What follows belongs to an exercise in optimizing a design on an open flow for small area and a short achievable clock period; a production flow would make more cautious choices.
The RTL was checked by simulation tests, not by an equivalence proof against the original design.

==> inputs of run a <==
==> flow/design.v (excerpt) <==
module mult_unit (
    input  logic        clock,
    input  logic        reset,
    input  logic        start,
    input  logic [31:0] rs1,
    input  logic [31:0] rs2,
    input  logic [2:0]  func,
    input  logic [5:0]  dest_tag_in,
    input  logic        cdb_taken,
    input  logic        branch_mispredict,
    output logic [5:0]  dest_tag_out,
    output logic [31:0] result,
    output logic        done,
    output logic        full
);
make LEC_CHECK=0 ABC_AREA=1 CAP_MARGIN=20 CORE_MARGIN=2 CORE_UTILIZATION=40 PLACE_DENSITY=0.6 SETUP_SLACK_MARGIN=5 SLEW_MARGIN=20 finish   # period 9.5 ns
run.sh (not shown) runs the stock make flow with config.mk's settings and CLKGATE_MAP_FILE= SYNTH_SCRIPT=/design/flow/synth_recipe.tcl, a recipe that flattens the netlist after the stock synthesis.
==> inputs of run b, as changes to run a <==
--- a/flow/design.v
+++ b/flow/design.v
@@ -66,46 +66,32 @@
     end
     assign full = ~cdb_taken & (start | stay[0]) & (v[0] | stay[1])
                 & (v[1] | stay[2]) & (v[2] | v[3]);
     always_ff @(posedge clock) begin
         if (reset || branch_mispredict) v <= '0;
         else                            v <= nv;
     end
     assign done = v[3];
-    logic [31:0] a;
-    logic        sa, hi;
-    logic [16:0] one, two, neg;
-    logic        sbi;
-    logic [34:0] yy;
-    logic [16:0] one_in, two_in, neg_in;
-    assign sbi = rs2[31] & ((func == M_MUL) | (func == M_MULH));
-    assign yy  = {sbi, sbi, rs2, 1'b0};
-    always_comb begin
-        for (int j = 0; j < 17; j++) begin
-            one_in[j] = yy[2*j+1] ^ yy[2*j];
-            two_in[j] = (yy[2*j+2] & ~yy[2*j+1] & ~yy[2*j]) | (~yy[2*j+2] & yy[2*j+1] & yy[2*j]);
-            neg_in[j] = yy[2*j+2];
-        end
-    end
+    logic [31:0] a, b;
+    logic        sa, sb, hi;
     logic [6-1:0] tag0, tag1, tag2, tag3;
     logic [31:0] res1, res2, res3;
     always_ff @(posedge clock) begin
         if (en[0]) begin
             a    <= rs1;
-            one  <= one_in;
-            two  <= two_in;
-            neg  <= neg_in;
+            b    <= rs2;
             sa   <= rs1[31] & ((func == M_MUL) | (func == M_MULH) | (func == M_MULHSU));
+            sb   <= rs2[31] & ((func == M_MUL) | (func == M_MULH));
             hi   <= (func != M_MUL);
             tag0 <= dest_tag_in;
         end
     end
     logic [63:0] prod;
-    mul33 u_mul (.x({sa, a}), .one(one), .two(two), .neg(neg), .p(prod));
+    mul33 u_mul (.x({sa, a}), .y({sb, b}), .p(prod));
     always_ff @(posedge clock) begin
         if (en[1]) begin
             res1 <= hi ? prod[63:32] : prod[31:0];
             tag1 <= tag0;
         end
         if (en[2]) begin
             res2 <= res1;
             tag2 <= tag1;
@@ -113,17 +99,70 @@
         if (en[3]) begin
             res3 <= res2;
             tag3 <= tag2;
         end
     end
     assign result = res3;
     assign dest_tag_out = tag3;
 endmodule
-module mul33 (input [32:0] x, input [16:0] one, input [16:0] two, input [16:0] neg, output [63:0] p);
+module mul33 (input [32:0] x, input [32:0] y, output [63:0] p);
+    wire [34:0] yy = {y[32], y, 1'b0};   
+    wire [16:0] one, two, neg;
+    assign one[0] = yy[1] ^ yy[0];
+    assign two[0] = (yy[2] & ~yy[1] & ~yy[0]) | (~yy[2] & yy[1] & yy[0]);
+    assign neg[0] = yy[2];
+    assign one[1] = yy[3] ^ yy[2];
+    assign two[1] = (yy[4] & ~yy[3] & ~yy[2]) | (~yy[4] & yy[3] & yy[2]);
+    assign neg[1] = yy[4];
+    assign one[2] = yy[5] ^ yy[4];
+    assign two[2] = (yy[6] & ~yy[5] & ~yy[4]) | (~yy[6] & yy[5] & yy[4]);
+    assign neg[2] = yy[6];
+    assign one[3] = yy[7] ^ yy[6];
+    assign two[3] = (yy[8] & ~yy[7] & ~yy[6]) | (~yy[8] & yy[7] & yy[6]);
+    assign neg[3] = yy[8];
+    assign one[4] = yy[9] ^ yy[8];
+    assign two[4] = (yy[10] & ~yy[9] & ~yy[8]) | (~yy[10] & yy[9] & yy[8]);
+    assign neg[4] = yy[10];
+    assign one[5] = yy[11] ^ yy[10];
+    assign two[5] = (yy[12] & ~yy[11] & ~yy[10]) | (~yy[12] & yy[11] & yy[10]);
+    assign neg[5] = yy[12];
+    assign one[6] = yy[13] ^ yy[12];
+    assign two[6] = (yy[14] & ~yy[13] & ~yy[12]) | (~yy[14] & yy[13] & yy[12]);
+    assign neg[6] = yy[14];
+    assign one[7] = yy[15] ^ yy[14];
+    assign two[7] = (yy[16] & ~yy[15] & ~yy[14]) | (~yy[16] & yy[15] & yy[14]);
+    assign neg[7] = yy[16];
+    assign one[8] = yy[17] ^ yy[16];
+    assign two[8] = (yy[18] & ~yy[17] & ~yy[16]) | (~yy[18] & yy[17] & yy[16]);
+    assign neg[8] = yy[18];
+    assign one[9] = yy[19] ^ yy[18];
+    assign two[9] = (yy[20] & ~yy[19] & ~yy[18]) | (~yy[20] & yy[19] & yy[18]);
+    assign neg[9] = yy[20];
+    assign one[10] = yy[21] ^ yy[20];
+    assign two[10] = (yy[22] & ~yy[21] & ~yy[20]) | (~yy[22] & yy[21] & yy[20]);
+    assign neg[10] = yy[22];
+    assign one[11] = yy[23] ^ yy[22];
+    assign two[11] = (yy[24] & ~yy[23] & ~yy[22]) | (~yy[24] & yy[23] & yy[22]);
+    assign neg[11] = yy[24];
+    assign one[12] = yy[25] ^ yy[24];
+    assign two[12] = (yy[26] & ~yy[25] & ~yy[24]) | (~yy[26] & yy[25] & yy[24]);
+    assign neg[12] = yy[26];
+    assign one[13] = yy[27] ^ yy[26];
+    assign two[13] = (yy[28] & ~yy[27] & ~yy[26]) | (~yy[28] & yy[27] & yy[26]);
+    assign neg[13] = yy[28];
+    assign one[14] = yy[29] ^ yy[28];
+    assign two[14] = (yy[30] & ~yy[29] & ~yy[28]) | (~yy[30] & yy[29] & yy[28]);
+    assign neg[14] = yy[30];
+    assign one[15] = yy[31] ^ yy[30];
+    assign two[15] = (yy[32] & ~yy[31] & ~yy[30]) | (~yy[32] & yy[31] & yy[30]);
+    assign neg[15] = yy[32];
+    assign one[16] = yy[33] ^ yy[32];
+    assign two[16] = (yy[34] & ~yy[33] & ~yy[32]) | (~yy[34] & yy[33] & yy[32]);
+    assign neg[16] = yy[34];
     wire [34:0] xx = {x[32], x, 1'b0};   
     wire pp0_0 = ((one[0] & xx[1]) | (two[0] & xx[0])) ^ neg[0];
     wire pp0_1 = ((one[0] & xx[2]) | (two[0] & xx[1])) ^ neg[0];
     wire pp0_2 = ((one[0] & xx[3]) | (two[0] & xx[2])) ^ neg[0];
     wire pp0_3 = ((one[0] & xx[4]) | (two[0] & xx[3])) ^ neg[0];
     wire pp0_4 = ((one[0] & xx[5]) | (two[0] & xx[4])) ^ neg[0];
     wire pp0_5 = ((one[0] & xx[6]) | (two[0] & xx[5])) ^ neg[0];
     wire pp0_6 = ((one[0] & xx[7]) | (two[0] & xx[6])) ^ neg[0];
--- a/flow/config.mk
+++ b/flow/config.mk
@@ -5,10 +5,9 @@
 export SDC_FILE = /design/flow/constraint.sdc
 export NUM_CORES = 4
 export LEC_CHECK = 0
 export ABC_AREA = 1
 export CAP_MARGIN = 20
 export CORE_MARGIN = 2
 export CORE_UTILIZATION = 40
 export PLACE_DENSITY = 0.6
-export SETUP_SLACK_MARGIN = 5
 export SLEW_MARGIN = 20
==> inputs of run c, as changes to run a <==
--- a/flow/design.v
+++ b/flow/design.v
@@ -66,46 +66,32 @@
     end
     assign full = ~cdb_taken & (start | stay[0]) & (v[0] | stay[1])
                 & (v[1] | stay[2]) & (v[2] | v[3]);
     always_ff @(posedge clock) begin
         if (reset || branch_mispredict) v <= '0;
         else                            v <= nv;
     end
     assign done = v[3];
-    logic [31:0] a;
-    logic        sa, hi;
-    logic [16:0] one, two, neg;
-    logic        sbi;
-    logic [34:0] yy;
-    logic [16:0] one_in, two_in, neg_in;
-    assign sbi = rs2[31] & ((func == M_MUL) | (func == M_MULH));
-    assign yy  = {sbi, sbi, rs2, 1'b0};
-    always_comb begin
-        for (int j = 0; j < 17; j++) begin
-            one_in[j] = yy[2*j+1] ^ yy[2*j];
-            two_in[j] = (yy[2*j+2] & ~yy[2*j+1] & ~yy[2*j]) | (~yy[2*j+2] & yy[2*j+1] & yy[2*j]);
-            neg_in[j] = yy[2*j+2];
-        end
-    end
+    logic [31:0] a, b;
+    logic        sa, sb, hi;
     logic [6-1:0] tag0, tag1, tag2, tag3;
     logic [31:0] res1, res2, res3;
     always_ff @(posedge clock) begin
         if (en[0]) begin
             a    <= rs1;
-            one  <= one_in;
-            two  <= two_in;
-            neg  <= neg_in;
+            b    <= rs2;
             sa   <= rs1[31] & ((func == M_MUL) | (func == M_MULH) | (func == M_MULHSU));
+            sb   <= rs2[31] & ((func == M_MUL) | (func == M_MULH));
             hi   <= (func != M_MUL);
             tag0 <= dest_tag_in;
         end
     end
     logic [63:0] prod;
-    mul33 u_mul (.x({sa, a}), .one(one), .two(two), .neg(neg), .p(prod));
+    mul33 u_mul (.x({sa, a}), .y({sb, b}), .p(prod));
     always_ff @(posedge clock) begin
         if (en[1]) begin
             res1 <= hi ? prod[63:32] : prod[31:0];
             tag1 <= tag0;
         end
         if (en[2]) begin
             res2 <= res1;
             tag2 <= tag1;
@@ -113,17 +99,70 @@
         if (en[3]) begin
             res3 <= res2;
             tag3 <= tag2;
         end
     end
     assign result = res3;
     assign dest_tag_out = tag3;
 endmodule
-module mul33 (input [32:0] x, input [16:0] one, input [16:0] two, input [16:0] neg, output [63:0] p);
+module mul33 (input [32:0] x, input [32:0] y, output [63:0] p);
+    wire [34:0] yy = {y[32], y, 1'b0};   
+    wire [16:0] one, two, neg;
+    assign one[0] = yy[1] ^ yy[0];
+    assign two[0] = (yy[2] & ~yy[1] & ~yy[0]) | (~yy[2] & yy[1] & yy[0]);
+    assign neg[0] = yy[2];
+    assign one[1] = yy[3] ^ yy[2];
+    assign two[1] = (yy[4] & ~yy[3] & ~yy[2]) | (~yy[4] & yy[3] & yy[2]);
+    assign neg[1] = yy[4];
+    assign one[2] = yy[5] ^ yy[4];
+    assign two[2] = (yy[6] & ~yy[5] & ~yy[4]) | (~yy[6] & yy[5] & yy[4]);
+    assign neg[2] = yy[6];
+    assign one[3] = yy[7] ^ yy[6];
+    assign two[3] = (yy[8] & ~yy[7] & ~yy[6]) | (~yy[8] & yy[7] & yy[6]);
+    assign neg[3] = yy[8];
+    assign one[4] = yy[9] ^ yy[8];
+    assign two[4] = (yy[10] & ~yy[9] & ~yy[8]) | (~yy[10] & yy[9] & yy[8]);
+    assign neg[4] = yy[10];
+    assign one[5] = yy[11] ^ yy[10];
+    assign two[5] = (yy[12] & ~yy[11] & ~yy[10]) | (~yy[12] & yy[11] & yy[10]);
+    assign neg[5] = yy[12];
+    assign one[6] = yy[13] ^ yy[12];
+    assign two[6] = (yy[14] & ~yy[13] & ~yy[12]) | (~yy[14] & yy[13] & yy[12]);
+    assign neg[6] = yy[14];
+    assign one[7] = yy[15] ^ yy[14];
+    assign two[7] = (yy[16] & ~yy[15] & ~yy[14]) | (~yy[16] & yy[15] & yy[14]);
+    assign neg[7] = yy[16];
+    assign one[8] = yy[17] ^ yy[16];
+    assign two[8] = (yy[18] & ~yy[17] & ~yy[16]) | (~yy[18] & yy[17] & yy[16]);
+    assign neg[8] = yy[18];
+    assign one[9] = yy[19] ^ yy[18];
+    assign two[9] = (yy[20] & ~yy[19] & ~yy[18]) | (~yy[20] & yy[19] & yy[18]);
+    assign neg[9] = yy[20];
+    assign one[10] = yy[21] ^ yy[20];
+    assign two[10] = (yy[22] & ~yy[21] & ~yy[20]) | (~yy[22] & yy[21] & yy[20]);
+    assign neg[10] = yy[22];
+    assign one[11] = yy[23] ^ yy[22];
+    assign two[11] = (yy[24] & ~yy[23] & ~yy[22]) | (~yy[24] & yy[23] & yy[22]);
+    assign neg[11] = yy[24];
+    assign one[12] = yy[25] ^ yy[24];
+    assign two[12] = (yy[26] & ~yy[25] & ~yy[24]) | (~yy[26] & yy[25] & yy[24]);
+    assign neg[12] = yy[26];
+    assign one[13] = yy[27] ^ yy[26];
+    assign two[13] = (yy[28] & ~yy[27] & ~yy[26]) | (~yy[28] & yy[27] & yy[26]);
+    assign neg[13] = yy[28];
+    assign one[14] = yy[29] ^ yy[28];
+    assign two[14] = (yy[30] & ~yy[29] & ~yy[28]) | (~yy[30] & yy[29] & yy[28]);
+    assign neg[14] = yy[30];
+    assign one[15] = yy[31] ^ yy[30];
+    assign two[15] = (yy[32] & ~yy[31] & ~yy[30]) | (~yy[32] & yy[31] & yy[30]);
+    assign neg[15] = yy[32];
+    assign one[16] = yy[33] ^ yy[32];
+    assign two[16] = (yy[34] & ~yy[33] & ~yy[32]) | (~yy[34] & yy[33] & yy[32]);
+    assign neg[16] = yy[34];
     wire [34:0] xx = {x[32], x, 1'b0};   
     wire pp0_0 = ((one[0] & xx[1]) | (two[0] & xx[0])) ^ neg[0];
     wire pp0_1 = ((one[0] & xx[2]) | (two[0] & xx[1])) ^ neg[0];
     wire pp0_2 = ((one[0] & xx[3]) | (two[0] & xx[2])) ^ neg[0];
     wire pp0_3 = ((one[0] & xx[4]) | (two[0] & xx[3])) ^ neg[0];
     wire pp0_4 = ((one[0] & xx[5]) | (two[0] & xx[4])) ^ neg[0];
     wire pp0_5 = ((one[0] & xx[6]) | (two[0] & xx[5])) ^ neg[0];
     wire pp0_6 = ((one[0] & xx[7]) | (two[0] & xx[6])) ^ neg[0];
==> results.txt <==
Status: run b complete, no violations; run a complete, no violations; run c complete, no violations
Data arrival time of the critical path: run b 9.06 ns; run a 6.37 ns; run c 6.80 ns
Post-synthesis compound-gate area fraction: run b 15.1%; run a 13.6%; run c 15.1%
Count of placed standard cells in the final layout, fillers left out: run b 4848; run a 5154; run c 5124
Net Count, Synth: run b 4481; run a 4532; run c 4481
Hold_ws: run b 0.414 ns; run a 0.414 ns; run c 0.420 ns
Launch point of the worst reg-to-reg path: run b u_mult.b[23]$_DFFE_PN_; run a u_mult.a[1]$_DFFE_PN_; run c u_mult.a[8]$_DFFE_PN_
Simple logic cell fraction of the synthesized area: run b 8.65%; run a 8.78%; run c 8.65%
Terminating pin of the worst hold path: run b u_mult.res3[8]$_DFFE_PN_; run a u_mult.res3[24]$_DFFE_PN_; run c u_mult.res3[7]$_DFFE_PN_
Largest net degree at the start of global routing: run b 58; run a 55; run c 59
Total routing usage reported by global routing: run b 30.8%; run a 32.7%; run c 35.7%
Wire length of the first global-routing pass: run b 189000 um; run a 207000 um; run c 216000 um
Invs w/o clock: run b 707; run a 773; run c 714

## afterwards: timing with drivers on the ports
Ports are ideal in the flow. The routed layouts listed here were re-timed in OpenROAD.
Step 1, drivers: a clkbuf_16 drives clock and a buf_2 each remaining input, both assumed.
Step 2 moves the port delays by t, midway between the first and last clock arrival at a register: inputs arrive t later, outputs are due t later. That takes back most of the time a late clock gives input paths.
Three values: ideal ports, drivers, drivers and shift; two values: the first two.
run | t (ns) | setup WS [ns] | worst setup path after step 2 | pins driven straight from the clock port
run a | 0.644 | 3.416 / 3.416 / 3.416 | register to register | 1
run b | 0.579 | 0.686 / 0.686 / 0.686 | register to register | 1
run c | 0.575 | 2.940 / 2.940 / 2.940 | register to register | 1
After both steps setup and hold are still met in every run listed.
